This design comes from an exercise in tuning for small area on the open sky130 flow, not from production work. The RTL was checked by simulation tests, not by an equivalence proof against the original design. No activity file was given, so power comes from the tool's default toggle rates.

### design/flow/run.sh
#!/bin/bash
# synth_recipe.tcl (not shown) runs the flow's synth.tcl, then flattens the netlist and writes it again
# the make line also repeats each setting of config.mk as NAME=value (left out here)
make -C /OpenROAD-flow-scripts/flow DESIGN_CONFIG=/design/flow/config.mk WORK_HOME=/design/flow/orfs CLKGATE_MAP_FILE= SYNTH_SCRIPT=/design/flow/synth_recipe.tcl finish
### design/flow/config.mk
export PLATFORM = sky130hd
export DESIGN_NAME = VM
export DESIGN_NICKNAME = VM
export VERILOG_FILES = /design/flow/design.v
export SDC_FILE = /design/flow/constraint.sdc
export NUM_CORES = 4
export LEC_CHECK = 0
export CAP_MARGIN = 20
export CORE_MARGIN = 2
export CORE_UTILIZATION = 40
export SLEW_MARGIN = 20
### design/flow/constraint.sdc
create_clock -name core_clock -period 8.0 [get_ports {i_clk}]
set_input_delay 1.6000 -clock core_clock [delete_from_list [all_inputs] [get_ports {i_clk}]]
set_output_delay 1.6000 -clock core_clock [all_outputs]
set_load 0.01 [all_outputs]
### design/flow/design.v
`timescale 1ns/1ps
module VM(		i_clk, 
				i_rst_n,
				i_buy,
				i_product,
				i_money, 
				o_busy,
				o_no_change,
				o_not_enough, 
				o_other_product,
				o_change,
				o_strobe_ch,
				o_product, 
				o_strobe_pr,
				o_empty
				);
parameter   CASH_WIDTH = 10 ;				
parameter   [CASH_WIDTH-1:0]CASH_100   = 100 ;
parameter   [CASH_WIDTH-1:0]CASH_50    = 100 ;
parameter   [CASH_WIDTH-1:0]CASH_20    = 100 ;
parameter   [CASH_WIDTH-1:0]CASH_10    = 100 ;
parameter   [CASH_WIDTH-1:0]CASH_5     = 100 ;
parameter   [CASH_WIDTH-1:0]CASH_2     = 100 ;
parameter   [CASH_WIDTH-1:0]CASH_1     = 100 ;
parameter   [CASH_WIDTH-1:0]CASH_05    = 100 ;
parameter   [CASH_WIDTH-1:0]CASH_025   = 100 ;
parameter   [CASH_WIDTH-1:0]CASH_01    = 100 ;
parameter   [CASH_WIDTH-1:0]CASH_005   = 100 ;
parameter   [CASH_WIDTH-1:0]CASH_001   = 100 ;
parameter   AMOUNT_WIDTH = 6  ;
parameter   [AMOUNT_WIDTH-1:0]AMOUNT_ESPRESSO      = 6 ;
parameter   [AMOUNT_WIDTH-1:0]AMOUNT_AMERICANO     = 6 ;   
parameter   [AMOUNT_WIDTH-1:0]AMOUNT_LATTE         = 6 ;
parameter   [AMOUNT_WIDTH-1:0]AMOUNT_TEA           = 6 ;
parameter   [AMOUNT_WIDTH-1:0]AMOUNT_MILK          = 6 ;
parameter   [AMOUNT_WIDTH-1:0]AMOUNT_HOT_CHOCOLATE = 6 ;
parameter   [AMOUNT_WIDTH-1:0]AMOUNT_NUTS          = 6 ;
parameter   [AMOUNT_WIDTH-1:0]AMOUNT_SNICKERS      = 6 ;
parameter   [AMOUNT_WIDTH-1:0]AMOUNT_BOUNTY        = 6 ; 
parameter   [AMOUNT_WIDTH-1:0]AMOUNT_GUMS          = 8 ;
parameter   PRICE_ESPRESSO      = 1600 ;
parameter   PRICE_AMERICANO     = 1600 ;   
parameter   PRICE_LATTE         = 1600 ;
parameter   PRICE_TEA           = 1200 ;
parameter   PRICE_MILK          = 2100 ;
parameter   PRICE_HOT_CHOCOLATE = 1600 ;
parameter   PRICE_NUTS          = 1000 ;
parameter   PRICE_SNICKERS      = 2100 ;
parameter   PRICE_BOUNTY        = 2100 ; 
parameter   PRICE_GUMS          = 600 ;
localparam  ESPRESSO      = 1 ;
localparam  AMERICANO     = 2 ;   
localparam  LATTE         = 3 ;
localparam  TEA           = 4 ;
localparam  MILK          = 5 ;
localparam  HOT_CHOCOLATE = 6 ;
localparam  NUTS          = 7 ;
localparam  SNICKERS      = 8 ;
localparam  BOUNTY        = 9 ; 
localparam  GUMS          = 10;
localparam  START         = 1 ;
localparam  TAKE_ORDER    = 2 ;
localparam  TAKE_MONEY    = 3 ;
localparam  CHANGE_CALC   = 4 ;
localparam  CHANGE_SEL    = 5 ;
localparam  CASH_SEL      = 6 ;
localparam  GIVE_ORDER    = 7 ;
localparam  GIVE_MONEY    = 8 ;
localparam  EMPTY         = 9;
input			i_clk, i_rst_n, i_buy;
input	[3:0]	i_product;
input	[15:0]	i_money;
output reg			o_busy, o_no_change, o_not_enough, o_other_product,o_empty;
output reg	[3:0]	o_product;
output reg	[15:0]	o_change;
output reg			o_strobe_ch, o_strobe_pr;
reg [CASH_WIDTH-1:0] buf_add;
reg [CASH_WIDTH-1:0] cash_100,next_cash_100;
reg [CASH_WIDTH-1:0] cash_50,next_cash_50;
reg [CASH_WIDTH-1:0] cash_20,next_cash_20;
reg [CASH_WIDTH-1:0] cash_10,next_cash_10;
reg [CASH_WIDTH-1:0] cash_5,next_cash_5;
reg [CASH_WIDTH-1:0] cash_2,next_cash_2;
reg [CASH_WIDTH-1:0] cash_1,next_cash_1;
reg [CASH_WIDTH-1:0] cash_05,next_cash_05;
reg [CASH_WIDTH-1:0] cash_025,next_cash_025;
reg [CASH_WIDTH-1:0] cash_01,next_cash_01;
reg [CASH_WIDTH-1:0] cash_005,next_cash_005;
reg [CASH_WIDTH-1:0] cash_001,next_cash_001;
reg  [AMOUNT_WIDTH-1:0] buf_sub;  
reg  [AMOUNT_WIDTH-1:0] amount_espresso,espresso;
reg  [AMOUNT_WIDTH-1:0] amount_americano,americano;   
reg  [AMOUNT_WIDTH-1:0] amount_latte,latte;
reg  [AMOUNT_WIDTH-1:0] amount_tea,tea;
reg  [AMOUNT_WIDTH-1:0] amount_milk,milk;
reg  [AMOUNT_WIDTH-1:0] amount_hot_chokolate,hot_chokolate;
reg  [AMOUNT_WIDTH-1:0] amount_nuts,nuts;
reg  [AMOUNT_WIDTH-1:0] amount_snickers,snickers;
reg  [AMOUNT_WIDTH-1:0] amount_bounty,bounty; 
reg  [AMOUNT_WIDTH-1:0] amount_gums,gums;
reg	[5:0]	state;
reg			p_busy, p_no_change, p_not_enough, p_other_product,p_empty;
reg	[3:0]	p_product;
reg	[15:0]	p_change;
reg			p_strobe_ch, p_strobe_pr;
reg	[5:0]	next_state;
reg			next_p_busy, next_p_no_change, next_p_not_enough, next_p_other_product,next_p_empty;
reg	[3:0]	next_p_product;
reg	[15:0]	next_p_change;
reg			next_p_strobe_ch, next_p_strobe_pr;
reg	[15:0]    		payment,next_payment;
reg	[15:0]			change,next_change;
reg	[CASH_WIDTH-1:0]	amount, next_amount;
reg	[15:0]			price,next_price;
reg	[15:0]			try,next_try;
reg	[15:0]			change_sel,next_change_sel;
reg	[3:0]			r_product, next_r_product;  
reg	[9:0]			empty,next_empty;  
always @(posedge i_clk, negedge i_rst_n) begin
	if(!i_rst_n)begin
		cash_100	<= CASH_100;
		cash_50   <= CASH_50;
		cash_20   <= CASH_20;
		cash_10   <= CASH_10;
		cash_5    <= CASH_5;
		cash_2    <= CASH_2;
		cash_1    <= CASH_1;
		cash_05   <= CASH_05;
		cash_025  <= CASH_025;
		cash_01   <= CASH_01;
		cash_005  <= CASH_005;
		cash_001  <= CASH_001;
		amount_espresso      <= AMOUNT_ESPRESSO;
		amount_americano     <= AMOUNT_AMERICANO;   
		amount_latte         <= AMOUNT_LATTE;
		amount_tea           <= AMOUNT_TEA;
		amount_milk          <= AMOUNT_MILK;
		amount_hot_chokolate <= AMOUNT_HOT_CHOCOLATE;
		amount_nuts          <= AMOUNT_NUTS;
		amount_snickers      <= AMOUNT_SNICKERS;
		amount_bounty        <= AMOUNT_BOUNTY; 
		amount_gums          <= AMOUNT_GUMS;
		state           <= START;
		p_busy          <=  0;
		p_no_change     <=  0;
		p_not_enough    <=  0;
		p_other_product <=  0;
		p_product       <=  0;
		p_change        <=  0;
		p_strobe_ch     <=  0;
		p_strobe_pr     <=  0;
		p_empty         <=0 ;
		payment       <= 0;
		change        <= 0;
		amount        <= CASH_100;
		price         <= 0;
		try           <= 0;
		change_sel    <= 10000;
		r_product     <= 0;
		empty         <= 10'b11_1111_1111;
	end
	else	begin
		amount_espresso      <= espresso;
		amount_americano     <= americano;   
		amount_latte         <= latte;
		amount_tea           <= tea;
		amount_milk          <= milk;
		amount_hot_chokolate <= hot_chokolate;
		amount_nuts          <= nuts;
		amount_snickers      <= snickers;
		amount_bounty        <= bounty; 
		amount_gums          <= gums;
		cash_100  <= next_cash_100;
		cash_50   <= next_cash_50;
		cash_20   <= next_cash_20;
		cash_10   <= next_cash_10;
		cash_5    <= next_cash_5;
		cash_2    <= next_cash_2;
		cash_1    <= next_cash_1;
		cash_05   <= next_cash_05;
		cash_025  <= next_cash_025;
		cash_01   <= next_cash_01;
		cash_005  <= next_cash_005;
		cash_001  <= next_cash_001;
		state           <= next_state;
		p_busy          <= next_p_busy;
		p_no_change     <= next_p_no_change;
		p_not_enough    <= next_p_not_enough;
		p_other_product <= next_p_other_product;
		p_product       <= next_p_product;
		p_change        <= next_p_change;
		p_strobe_ch     <= next_p_strobe_ch;
		p_strobe_pr     <= next_p_strobe_pr;
		p_empty         <= next_p_empty;
		payment       <= next_payment;
		change        <= next_change;
		amount        <= next_amount;
		price         <= next_price;
		try           <= next_try;
		change_sel    <= next_change_sel;
		r_product     <= next_r_product;
		empty         <= next_empty;
	end
end
always@* begin
	espresso      = amount_espresso;
	americano     = amount_americano;   
	latte         = amount_latte;
	tea           = amount_tea;
	milk          = amount_milk;
	hot_chokolate = amount_hot_chokolate;
	nuts          = amount_nuts;
	snickers      = amount_snickers;
	bounty        = amount_bounty; 
	gums          = amount_gums;
	next_cash_100 = cash_100; 
	next_cash_50  = cash_50;
	next_cash_20  = cash_20;
	next_cash_10  = cash_10;
	next_cash_5   = cash_5;
	next_cash_2   = cash_2;
	next_cash_1   = cash_1;
	next_cash_05  = cash_05;
	next_cash_025 = cash_025;
	next_cash_01  = cash_01;
	next_cash_005 = cash_005;
	next_cash_001 = cash_001;
	next_state		= state;
	next_p_busy         = p_busy;
	next_p_no_change    = p_no_change;
	next_p_not_enough   = p_not_enough;
	next_p_other_product= p_other_product;
	next_p_product      = p_product;
	next_p_change       = p_change;
	next_p_strobe_ch    = p_strobe_ch;
	next_p_strobe_pr    = p_strobe_pr;
	next_p_empty        = p_empty;
	next_payment        = payment;
	next_change         = change;  
	next_amount         = amount;
	next_price          = price;
	next_try            = try;
	next_change_sel     = change_sel;
	next_r_product      = r_product;
	next_empty          = empty;
	buf_sub			=0;
	buf_add			=0;
	case(state)
		START       :	begin			                	       
						if(empty==0) begin 
							next_p_empty=~(|empty); 
							next_state = EMPTY; 
							next_p_busy= 1; 
						end 
						else begin 
							if( i_buy == 1) begin 
								next_state = TAKE_ORDER; 
								next_p_busy  = 1; 
								next_payment = 0; 
							end 
						end 
					end
		TAKE_ORDER  :	begin 
						next_r_product = i_product; 
						case (next_r_product) 
							ESPRESSO      : buf_sub = espresso; 
							AMERICANO     : buf_sub = americano; 
							LATTE         : buf_sub = latte; 
							TEA           : buf_sub = tea; 
							MILK          : buf_sub = milk; 
							HOT_CHOCOLATE : buf_sub = hot_chokolate; 
							NUTS          : buf_sub = nuts; 
							SNICKERS      : buf_sub = snickers; 
							BOUNTY        : buf_sub = bounty; 
							GUMS          : buf_sub = gums; 
							default       : buf_sub = 0; 
						endcase
						if( buf_sub != 0 )	begin 
							buf_sub = buf_sub - 1'b1; 
							next_empty     = empty;
							case (next_r_product) 
							ESPRESSO      :	begin 
												espresso       = buf_sub; 
												next_price     = PRICE_ESPRESSO; 
												next_empty[ESPRESSO-1]  =|buf_sub; 
											end
							AMERICANO     :	begin 
												americano      = buf_sub; 
												next_price     = PRICE_AMERICANO; 
												next_empty[AMERICANO-1]  =|buf_sub; 
											end 
							LATTE         :	begin 
												latte          = buf_sub; 
												next_price     = PRICE_LATTE; 
												next_empty[LATTE-1]  =|buf_sub; 
											end 
							TEA           :	begin 
												tea            = buf_sub; 
												next_price     = PRICE_TEA; 
												next_empty[TEA-1]  =|buf_sub; 
											end 
							MILK          :	begin 
												milk           = buf_sub; 
												next_price     = PRICE_MILK; 
												next_empty[MILK-1]  =|buf_sub; 
											end 
							HOT_CHOCOLATE :	begin 
												hot_chokolate  = buf_sub; 
												next_price     = PRICE_HOT_CHOCOLATE; 
												next_empty[HOT_CHOCOLATE-1]  =|buf_sub; 
											end 
							NUTS          :	begin 
												nuts           = buf_sub; 
												next_price     = PRICE_NUTS; 
												next_empty[NUTS-1]  =|buf_sub; 
											end 
							SNICKERS      :	begin 
												snickers       = buf_sub; 
												next_price     = PRICE_SNICKERS; 
												next_empty[SNICKERS-1]  =|buf_sub; 
											end 
							BOUNTY        :	begin 
												bounty         = buf_sub; 
												next_price     = PRICE_BOUNTY; 
												next_empty[BOUNTY-1]  =|buf_sub; 
												end  
							GUMS          :	begin 
												gums           = buf_sub; 
												next_price     = PRICE_GUMS; 
												next_empty[GUMS-1]  =|buf_sub; 
											end 
							default       :	begin 
												buf_sub        = 0; 
											end
							endcase
							next_state = TAKE_MONEY;
							next_p_other_product = 0;
						end
						else	begin
							next_p_other_product = 1; 
						end
					end
		TAKE_MONEY  :	begin
						next_payment = payment + i_money;
						if( next_payment >= price )	begin
							next_state = CHANGE_CALC;
							next_p_not_enough = 0;
						end
						else	begin
							next_p_not_enough = 1;
						end
						case(i_money)
							10000 :    buf_add = cash_100;
							5000  :    buf_add = cash_50;
							2000  :    buf_add = cash_20;
							1000  :    buf_add = cash_10;
							500   :    buf_add = cash_5;
							200   :    buf_add = cash_2;
							100   :    buf_add = cash_1;
							50    :    buf_add = cash_05;
							25    :    buf_add = cash_025;
							10    :    buf_add = cash_01;
							5     :    buf_add = cash_005;
							1     :    buf_add = cash_001;
							default:	 buf_add=0;
						endcase
						buf_add = buf_add + 1'b1;
						case(i_money)
							10000 :    next_cash_100  = buf_add;
							5000  :    next_cash_50   = buf_add;
							2000  :    next_cash_20   = buf_add;
							1000  :    next_cash_10   = buf_add;
							500   :    next_cash_5    = buf_add;
							200   :    next_cash_2    = buf_add;
							100   :    next_cash_1    = buf_add;
							50    :    next_cash_05   = buf_add;
							25    :    next_cash_025  = buf_add;
							10    :    next_cash_01   = buf_add;
							5     :    next_cash_05   = buf_add;
							1     :    next_cash_001  = buf_add;
							default:	 buf_add=0;						  
						endcase
					end
		CHANGE_CALC :	begin
						next_change = payment - price;
						next_state = CHANGE_SEL;
					end               
		CHANGE_SEL  :	begin
						next_try = change - change_sel; 
                    		if( ( change >= next_try ) && ( amount > 0 ) ) begin 
                    			next_p_change = change_sel; 
                    			next_change = next_try; 
                    			next_amount = amount - 1'b1 ; 
                    		end 
                    		else begin 
                    			next_p_change = 0; 
                    			next_change = change; 
                    			next_amount = amount; 
                    			next_state = CASH_SEL; 
                    		end 
                    	end
		CASH_SEL    :	begin 
                    		case(change_sel) 
                    		10000:	begin 
                    					next_change_sel = 5000; 
                    					if( p_strobe_ch == 1 ) next_cash_100   = amount; 
                    					next_amount     = cash_50; 
                    				end
						5000 :	begin 
                    					next_change_sel = 2000; 
                    					if( p_strobe_ch == 1 ) next_cash_50    = amount; 
                    					next_amount     = cash_20; 
                    				end 
                    		2000 :	begin 
                    					next_change_sel = 1000; 
                    					if( p_strobe_ch == 1 ) next_cash_20    = amount; 
                    					next_amount     = cash_10; 
                    			end
						1000 :	begin 
                    					next_change_sel = 500; 
                    					if( p_strobe_ch == 1 ) next_cash_10    = amount; 
                    					next_amount     = cash_5; 
                    				end
						500  :	begin 
                    					next_change_sel = 200; 
                    					if( p_strobe_ch == 1 ) next_cash_5     = amount; 
                    					next_amount     = cash_2; 
                    				end
						200  :	begin 
                    					next_change_sel = 100; 
                    					if( p_strobe_ch == 1 ) next_cash_2     = amount; 
                    					next_amount     = cash_1; 
                    				end
						100  :	begin 
                    					next_change_sel = 50; 
                    					if( p_strobe_ch == 1 ) next_cash_1     = amount; 
                    					next_amount     = cash_05; 
                    				end 
                    		50   :	begin 
                    					next_change_sel = 25; 
                    					if( p_strobe_ch == 1 ) next_cash_05    = amount; 
                    					next_amount     = cash_025; 
                    				end 
                    		25   :	begin 
                    					next_change_sel = 10; 
                    					if( p_strobe_ch == 1 ) next_cash_025   = amount; 
                    					next_amount     = cash_01; 
                    				end 
                    		10   :	begin 
                    					next_change_sel = 5; 
                    					if( p_strobe_ch == 1 ) next_cash_01    = amount; 
                    					next_amount     = cash_005; 
                    				end 
                    		5    :	begin 
                    					next_change_sel = 1; 
                    					if( p_strobe_ch == 1 ) next_cash_005   = amount; 
                    					next_amount     = cash_001; 
                    				end 
                    		1    :	begin 
                    					next_change_sel = 10000; 
                    					if( p_strobe_ch == 1 ) next_cash_001   = amount; 
                    					next_amount     = cash_100; 
                    				end 
                    		default: 	next_state = START; 
                    		endcase
						if( ( change_sel == 1 ) && ( change != 0 ) ) begin
							next_state = CHANGE_SEL;
							next_change = payment;
							next_p_strobe_ch = 1;
							next_p_no_change = 1;
						end                       
						else begin
							if ( change == 0 ) begin
								next_change_sel = 10000;
								next_amount     = cash_100;
								if( p_strobe_ch == 1 ) begin
									next_state = START;
									next_p_strobe_ch = 0;
									next_p_no_change = 0;
									next_p_busy = 0;
								end
								else	begin
									next_state = GIVE_ORDER;
									next_p_strobe_pr = 1;
									next_p_product = r_product;
								end
							end
							else	begin
								next_state = CHANGE_SEL;
							end
						end
					end
		GIVE_ORDER:	begin
						next_p_strobe_pr = 0;
						next_p_product = 0;                 
						next_state = CHANGE_CALC;
						next_p_strobe_ch = 1;
					end
		EMPTY     :	begin next_state = EMPTY;
					end
	endcase
end				
always@*	begin
	o_busy=p_busy;
	o_no_change=p_no_change;
	o_not_enough=p_not_enough; 
	o_other_product=p_other_product;
	o_change=p_change;
	o_strobe_ch=p_strobe_ch;
	o_product=p_product; 
	o_strobe_pr=p_strobe_pr;
	o_empty = p_empty;
end				
endmodule
==> run notes <==
## worst min-delay path, cell delays in order (launching register included)
cell and delay, ns:
sky130_fd_sc_hd__dfrtp_1 0.34, sky130_fd_sc_hd__nand2_1 0.05, sky130_fd_sc_hd__o31ai_1 0.05
## state kept, by name (all words and copies together) (netlist names), 16 cells and up
name,count
change,16
change_sel,16
p_change,16
payment,16
## stage by stage
stage	setup WS, ns	total power [mW]	std cells	hold slack (ns)
after floorplan	3.30	1.59	1921	0.450
after global placement	1.75	1.68	2481	0.462
after detailed placement	1.69	1.69	2481	0.466
after CTS	2.20	3.24	2545	0.479
after global routing	1.54	3.32	2545	0.491
final	2.14	3.22	2545	0.472
## layout make-up
| type | count | area, sq um |
|---|---|---|
| Fill cell | 4272 | 24100 |
| Sequential cell | 291 | 7370 |
| Timing Repair Buffer | 89 | 808 |
| Inverter | 51 | 191 |
| Clock inverter | 12 | 80.1 |
| Clock buffer | 52 | 1010 |
| Tap cell | 592 | 741 |
| Multi-Input combinational cell | 1458 | 10100 |
## where the power goes
| group | internal [mW] | leakage, nW | total, mW | switching [mW] |
|---|---|---|---|---|
| Clock | 0.885 | 0.533 | 1.56 | 0.672 |
| Sequential | 1.48 | 3.50 | 1.49 | 0.0150 |
| Combinational | 0.0544 | 4.23 | 0.168 | 0.113 |
| Total | 2.42 | 8.27 | 3.22 | 0.801 |
## cells in the final DEF, fill, tap and decap left out, drive strengths merged, types with 47 or more instances in the layout
cell	synthesis	routed
clkdlybuf4s50	0	48
a22o	48	48
inv	51	54
nand3	47	47
ha	70	70
mux2	111	111
clkbuf	82	52
nor2	172	172
dfrtp	217	217
a21oi	121	121
dfstp	74	74
o21ai	90	90
nand2	203	203
## worst paths after layout
kind / start / end / depth (start not counted)
max: i_money[2] / cash_10[8] / 15
min: p_change[11] / p_change[11] / 2
max reg2reg: change_sel[1] / amount[1] / 20
min reg2reg: p_change[11] / p_change[11] / 2
max in group asynchronous: i_rst_n / cash_2[0] / 2
min in group asynchronous: i_rst_n / amount_milk[3] / 1
## cells by family (layout without fill, tap and decap cells)
| family | after synthesis | after routing |
|---|---|---|
| compound gates | 528 | 528 |
| flops | 291 | 291 |
| buf+inv | 172 | 204 |
| xor+xnor | 50 | 50 |
| simple gates | 674 | 674 |
| fa+ha+maj | 74 | 74 |
| mux | 132 | 132 |
## metal layers
layer  wire, um  global-route usage  share of wire  up-vias
met5          0                   0              0        -
met4       2200              0.0995          0.034        0
met3       5630              0.0549          0.088      147
met2      28600               0.431           0.45      781
met1      27400               0.371           0.43     7908
li1           -                   -              -     7184
==> impl_metrics.json <==
{
  "final_period_minus_worst_setup_slack_ns": 5.86,
  "dpl.hpwl_mm": 44.9,
  "tritoncts": "done",
  "synthDominantAreaCellType": "sky130_fd_sc_hd__dfrtp_1",
  "avgViaCountPerCell": 6.29,
  "design.final.nets": 2022,
  "drive_above_1_share": 0.164,
  "clock_latency_ns": 0.56,
  "netlist.area_leader.share": 0.301,
  "postRouteWirelength_mm": 63.9,
  "dr_total_vias": 16000,
  "port-buffer-count": 49,
  "htree_num_levels": 2,
  "combinational_family_with_the_most_area_after_synthesis": "compound AO/OA/AOI/OAI gates",
  "yosys_warnings": 1,
  "worst_ep_required_ns": 8.38,
  "wire_per_inst_um": 25.1,
  "drt_first_pass_iters": 7,
  "yosysSeqAreaShare": 0.409,
  "cts_inserted_buffers": 35,
  "critical_path_class": "primary input to register",
  "dieHeight_um": 216,
  "grt_pass1_wl_mm": 97.6,
  "fraction_of_synthesized_cell_area_in_xor_and_xnor_cells": 0.0250,
  "synth_ff_type": "sky130_fd_sc_hd__dfrtp_1",
  "clkSinkCount": 291,
  "setup_violations": 0,
  "drtAntennaViolNets": 0,
  "drtIter0Drc": 1905,
  "crit_slowest_cell": "sky130_fd_sc_hd__clkdlybuf4s50_1",
  "synth.top_cells.by_area": "sky130_fd_sc_hd__dfrtp_1 (30%), sky130_fd_sc_hd__dfstp_2 (11%), sky130_fd_sc_hd__mux2_2 (6.9%)",
  "cp_cell_sequence": "clkdlybuf4s50_1, nor3b_1, buf_4, nand4bb_1, a21oi_1, a21oi_1, and3_1, o2111ai_1, ha_1, inv_1, nor4_2, buf_4, nand3_1, xor2_1, o221ai_1",
  "pin_count": 50,
  "timing_max_transition_violations_final": 0,
  "cp.arrival_ns": 6.24,
  "synth_mux_area_frac": 0.0830,
  "netlist-cell-type-count": 88,
  "globalRouteTotalUtil": 0.273,
  "max-slew-margin-rel": 0.287,
  "synth_common_cells": "sky130_fd_sc_hd__dfrtp_1 (217), sky130_fd_sc_hd__nand2_1 (203), sky130_fd_sc_hd__nor2_1 (172), sky130_fd_sc_hd__a21oi_1 (121), sky130_fd_sc_hd__mux2_2 (110)",
  "mapped_area_sq_um": 18100,
  "p_per_area_nw_per_um2": 159,
  "synth.net_count": 2017,
  "layout.core_utilization": 0.457,
  "synthesized_area_fraction_occupied_by_and_or_nand_nor_cells": 0.190,
  "fp.dieArea_sq_um": 46800,
  "gpl.final_weighted_congestion": 0.946,
  "maxCapViolations": 0,
  "crit_fanout": 11,
  "compound_cell_area_share_of_the_yosys_netlist": 0.204,
  "remaining_drc_errors": 0,
  "design_area_sq_um": 20300,
  "r2r_slack_ns": 2.23,
  "finalSetupTns_ns": 0,
  "clk_root_buffer_cell": "sky130_fd_sc_hd__clkbuf_16",
  "power.leakage_nw": 8.27,
  "chipWidth_um": 216,
  "async_flop_share": 1.00,
  "critical_path.max_stage_delay_ns": 0.74,
  "critical_path_buf_inv_count": 4,
  "synth_enable_flop_cells": 0,
  "grt_max_degree": 154,
  "hold_buffers": 0,
  "grt_pass1_vias": 15600,
  "grt_setup_unrepaired": "false",
  "core-area_sq_um": 44400,
  "run_status": "no timing/DRC/antenna violations",
  "synthMostInstantiatedCell": "sky130_fd_sc_hd__dfrtp_1",
  "synth-seq-cells": 291,
  "timing.hold.worst.class": "register to register",
  "postSynthCellCount": 1921,
  "timing.critical_path.to_type": "register",
  "setup.worst_path.start_class": "primary input",
  "hold_viol_final": 0,
  "max_freq_mhz": 171,
  "final_min_period_over_clock_period": 0.732,
  "num_rows": 77,
  "grt_remaining_overflow": 0,
  "number_of_antenna_violations_at_the_first_check_in_global_routing": 1,
  "clockBufferDepth": 3,
  "tightest_slew_ns": 1.07,
  "layout-area-overhead-vs-synth_pct": 12.3,
  "cts.clk_slew.worst_paths_ns": 0.06,
  "start_util": 0.406,
  "post_cts.resized_instances": 0,
  "total_inserted_antenna_cells": 0,
  "postCtsSetupBuffers": 0,
  "synthAdderAreaFrac": 0.0524,
  "postSynthAreaPerCell_sq_um": 9.40,
  "max_rail_drop_vdd_uv": 174,
  "critical_path.top_delay_family": "simple AND/OR/NAND/NOR gates",
  "placed_area_sq_um": 19200,
  "clock-skew-final_ns": 0.0199
}

-- what the ideal ports hide --
The flow's constraints put no driver on any port. The routed layout listed below was extracted and timed again, unchanged, in two steps.
Step 1: set_driving_cell puts a clkbuf_16 on i_clk and a buf_2 on each other input, an assumption about the parent block.
Step 2 times the ports against the registers' clock, not the clock port: input delays grow and output delays shrink by t, the midpoint of the rising clock arrivals with the driver on.
Three values: no drivers, after step 1, after step 2; two values: the first two.
shift t [ns]: 0.605
setup WS [ns]: 2.141 / 2.172 / 1.567
pins driven straight from the clock port: 1
After both steps this run still meets setup and hold. The setup slack of this run moves by +0.031 ns with the drivers and by -0.574 ns with both steps.
